Context: an optimization exercise on an open-source flow, tuned for small area and a short achievable clock period. The choices shown serve that exercise and are no tape-out recipe. At most, simulation tests tie the RTL to the original design; equivalence was not proved. Power figures rest on the tool's default switching activity, not on a simulated workload.

== willow ==
// ALU_Top
module ALU_Top #(parameter Data_In_Width = 16)
(
    input   wire            [Data_In_Width-1 : 0]    A ,
    input   wire            [Data_In_Width-1 : 0]    B ,
    input   wire                          [3 : 0]    ALU_FUN,
    input   wire                                     CLK,
    input   wire                                     RST,
    output  wire      [(2*Data_In_Width)-1 : 0]      Arith_OUT,
    output  wire                                     Arith_Flag,
    output  wire            [Data_In_Width-1 : 0]    Logic_OUT,
    output  wire                                     Logic_Flag,
    output  wire                          [1 : 0]    CMP_OUT,
    output  wire                                     CMP_Flag,
    output  wire            [Data_In_Width-1 : 0]    Shift_OUT,
    output  wire                                     Shift_Flag
);
For scale: about 2800 cells after synthesis, ~70 flip-flops, ~19000 um2 of cells after synthesis.
==> module Arithmetic_Unit, before the edit <==
module Arithmetic_Unit #(parameter Data_In_Width = 16)
(
    input   wire    signed  [Data_In_Width-1 : 0]    A_in ,
    input   wire    signed  [Data_In_Width-1 : 0]    B_in ,
    input   wire                          [3 : 0]    alu_fun,
    input   wire                                     CLK_in,
    input   wire                                     RST_in,
    input   wire                                     arith_En,
    output  reg         [(2*Data_In_Width)-1 : 0]    arith_out,
    output  reg                                      arith_flag
);
localparam N = Data_In_Width;
wire            sub = alu_fun[0];
wire [N : 0]    addsub = {A_in[N-1], A_in} + ({B_in[N-1], B_in} ^ {(N+1){sub}}) + {{N{1'b0}}, sub};
wire [2*N-1 : 0] prod;
Mul_Booth ins_mul (.a (A_in), .b (B_in), .p (prod));
wire [N-1 : 0]  quot;
wire [N-1 : 0]  a_mag;
Div_Mag ins_div (
    .a (a_mag),
    .b (B_in),
    .q (quot)
);
assign          a_mag = (A_in[N-1]) ? (~A_in + 1'b1) : A_in;
wire            b_nz = |B_in;
wire            q_neg = A_in[N-1] ^ B_in[N-1];
wire [N-1 : 0]  b_x = B_in ^ {N{~B_in[N-1]}};
wire [N : 0]    mag_cmp = {1'b0, a_mag} + {1'b0, b_x} + {{N{1'b0}}, ~B_in[N-1]};
wire            q_sx = q_neg & mag_cmp[N];
wire [N-1 : 0]  quot_n = ~quot + 1'b1;
wire [N : 0]    quot_s = {q_sx, (q_neg ? quot_n : quot)};
reg [2*N-1 : 0] arith_out_comb;
always @ (*)
    begin
        if (arith_En)
            case (alu_fun[1:0])
                2'b00, 2'b01 : arith_out_comb = {{(N-1){addsub[N]}}, addsub};
                2'b10        : arith_out_comb = prod;
                2'b11        : arith_out_comb = b_nz ? {{(N-1){quot_s[N]}}, quot_s} : {(2*N){1'b0}};
            endcase
        else
            arith_out_comb = {(2*N){1'b0}};
    end
always @ (posedge CLK_in or negedge RST_in)
    begin
        if (!RST_in)
            begin
               arith_out  <= {(2*N){1'b0}};
               arith_flag <= 1'b0;
            end
        else
            begin
                arith_out  <= arith_out_comb;
                arith_flag <= arith_En;
            end
    end
endmodule
export LEC_CHECK = 0
export ABC_AREA = 1
export CAP_MARGIN = 20
export CORE_MARGIN = 2
export CORE_UTILIZATION = 40
export CTS_BUF_LIST = sky130_fd_sc_hd__clkbuf_8
export CTS_CLUSTER_SIZE = 25
export SLEW_MARGIN = 20
create_clock -name core_clock -period 85.0 [get_ports {CLK}]
standard.sh (not shown) runs the stock make flow with config.mk's settings and CLKGATE_MAP_FILE= SYNTH_SCRIPT=/design/flow/synth_recipe.tcl, a recipe that flattens the netlist after the stock synthesis.
==> flow/flow/run.sh <==
#!/bin/bash
# The standard layout, except that the port buffers are buf_1 cells (ORFS
# otherwise picks clkdlybuf4s50_1 delay cells; every port is still buffered),
# and repair_timing aims for 47 ns of setup slack (an optimisation target
# only: the clock and constraints are unchanged).
set -euo pipefail
bash standard.sh synth > synth.log 2>&1
bash standard.sh "BUFFER_PORTS_ARGS=-buffer_cell sky130_fd_sc_hd__buf_1" SETUP_SLACK_MARGIN=47 finish > layout.log 2>&1
Per the final summary, willow finished and its layout is clean on timing, DRC and antenna.
## Diff of input files: quartz against willow
--- a/flow/design.v
+++ b/flow/design.v
@@ -52,24 +52,18 @@
 wire            sub = alu_fun[0];
 wire [N : 0]    addsub = {A_in[N-1], A_in} + ({B_in[N-1], B_in} ^ {(N+1){sub}}) + {{N{1'b0}}, sub};
 wire [2*N-1 : 0] prod;
 Mul_Booth ins_mul (.a (A_in), .b (B_in), .p (prod));
 wire [N-1 : 0]  quot;
-wire [N-1 : 0]  a_mag;
 Div_Mag ins_div (
-    .a (a_mag),
+    .a ((A_in[N-1]) ? (~A_in + 1'b1) : A_in),
     .b (B_in),
     .q (quot)
 );
-assign          a_mag = (A_in[N-1]) ? (~A_in + 1'b1) : A_in;
 wire            b_nz = |B_in;
 wire            q_neg = A_in[N-1] ^ B_in[N-1];
-wire [N-1 : 0]  b_x = B_in ^ {N{~B_in[N-1]}};
-wire [N : 0]    mag_cmp = {1'b0, a_mag} + {1'b0, b_x} + {{N{1'b0}}, ~B_in[N-1]};
-wire            q_sx = q_neg & mag_cmp[N];
-wire [N-1 : 0]  quot_n = ~quot + 1'b1;
-wire [N : 0]    quot_s = {q_sx, (q_neg ? quot_n : quot)};
+wire [N : 0]    quot_s = q_neg ? (~{1'b0, quot} + 1'b1) : {1'b0, quot};
 reg [2*N-1 : 0] arith_out_comb;
 always @ (*)
     begin
         if (arith_En)
             case (alu_fun[1:0])
==> run notes <==
From willow to quartz, number of enable-type register cells in the synthesized netlist did not move at all.
Maximum frequency of willow is on par with quartz.
Critical path depth delta for quartz relative to willow: about 7% higher
| average vias per placed instance | higher: quartz |
quartz closes out successfully: all stages finished, all timing, DRC and antenna checks passed.
quartz against willow: worst-case vdd ir drop fell 0.061 mV; portion of total power attributed to combinational logic rose 0.5 points; met1 demand-to-capacity share in global routing rose 0.55 points; CTS clock-pin slew for the worst setup and hold paths about even; post-route worst setup slack fell 0.10 ns.
In the reports for quartz and willow, the smaller sequential group share of total power belongs to willow.
Only the layout flow was run in willow; the RTL was not checked for function there.

==> port drivers added, routing unchanged <==
The results above use ideal ports. As a check the final layouts listed here were re-extracted and re-timed, cells and wires unchanged.
Step 1 sets driving cells, clkbuf_16 on the clock port and buf_2 on the other inputs (assumed; they add their load-dependent delay and slew).
Step 2 times the ports against the registers' clock, not the clock port: input delays grow and output delays shrink by t, the midpoint of the rising clock arrivals with the driver on.
Slacks: no drivers / after step 1 / after step 2; pairs: no drivers / after step 1.
run	shift t [ns]	setup slack, ns	latest minus earliest clock arrival (ns)	worst slew at a driven data input, ns	pins driven straight from the clock port
willow	0.390	49.054 / 49.022 / 48.632	0.020 / 0.020	0.07	1
quartz	0.397	48.952 / 48.967 / 48.570	0.010 / 0.010	0.05	1
After both steps every run listed still meets setup and hold. The setup slack of willow, which loses most, moves by -0.032 ns with the drivers and by -0.422 ns with both steps.
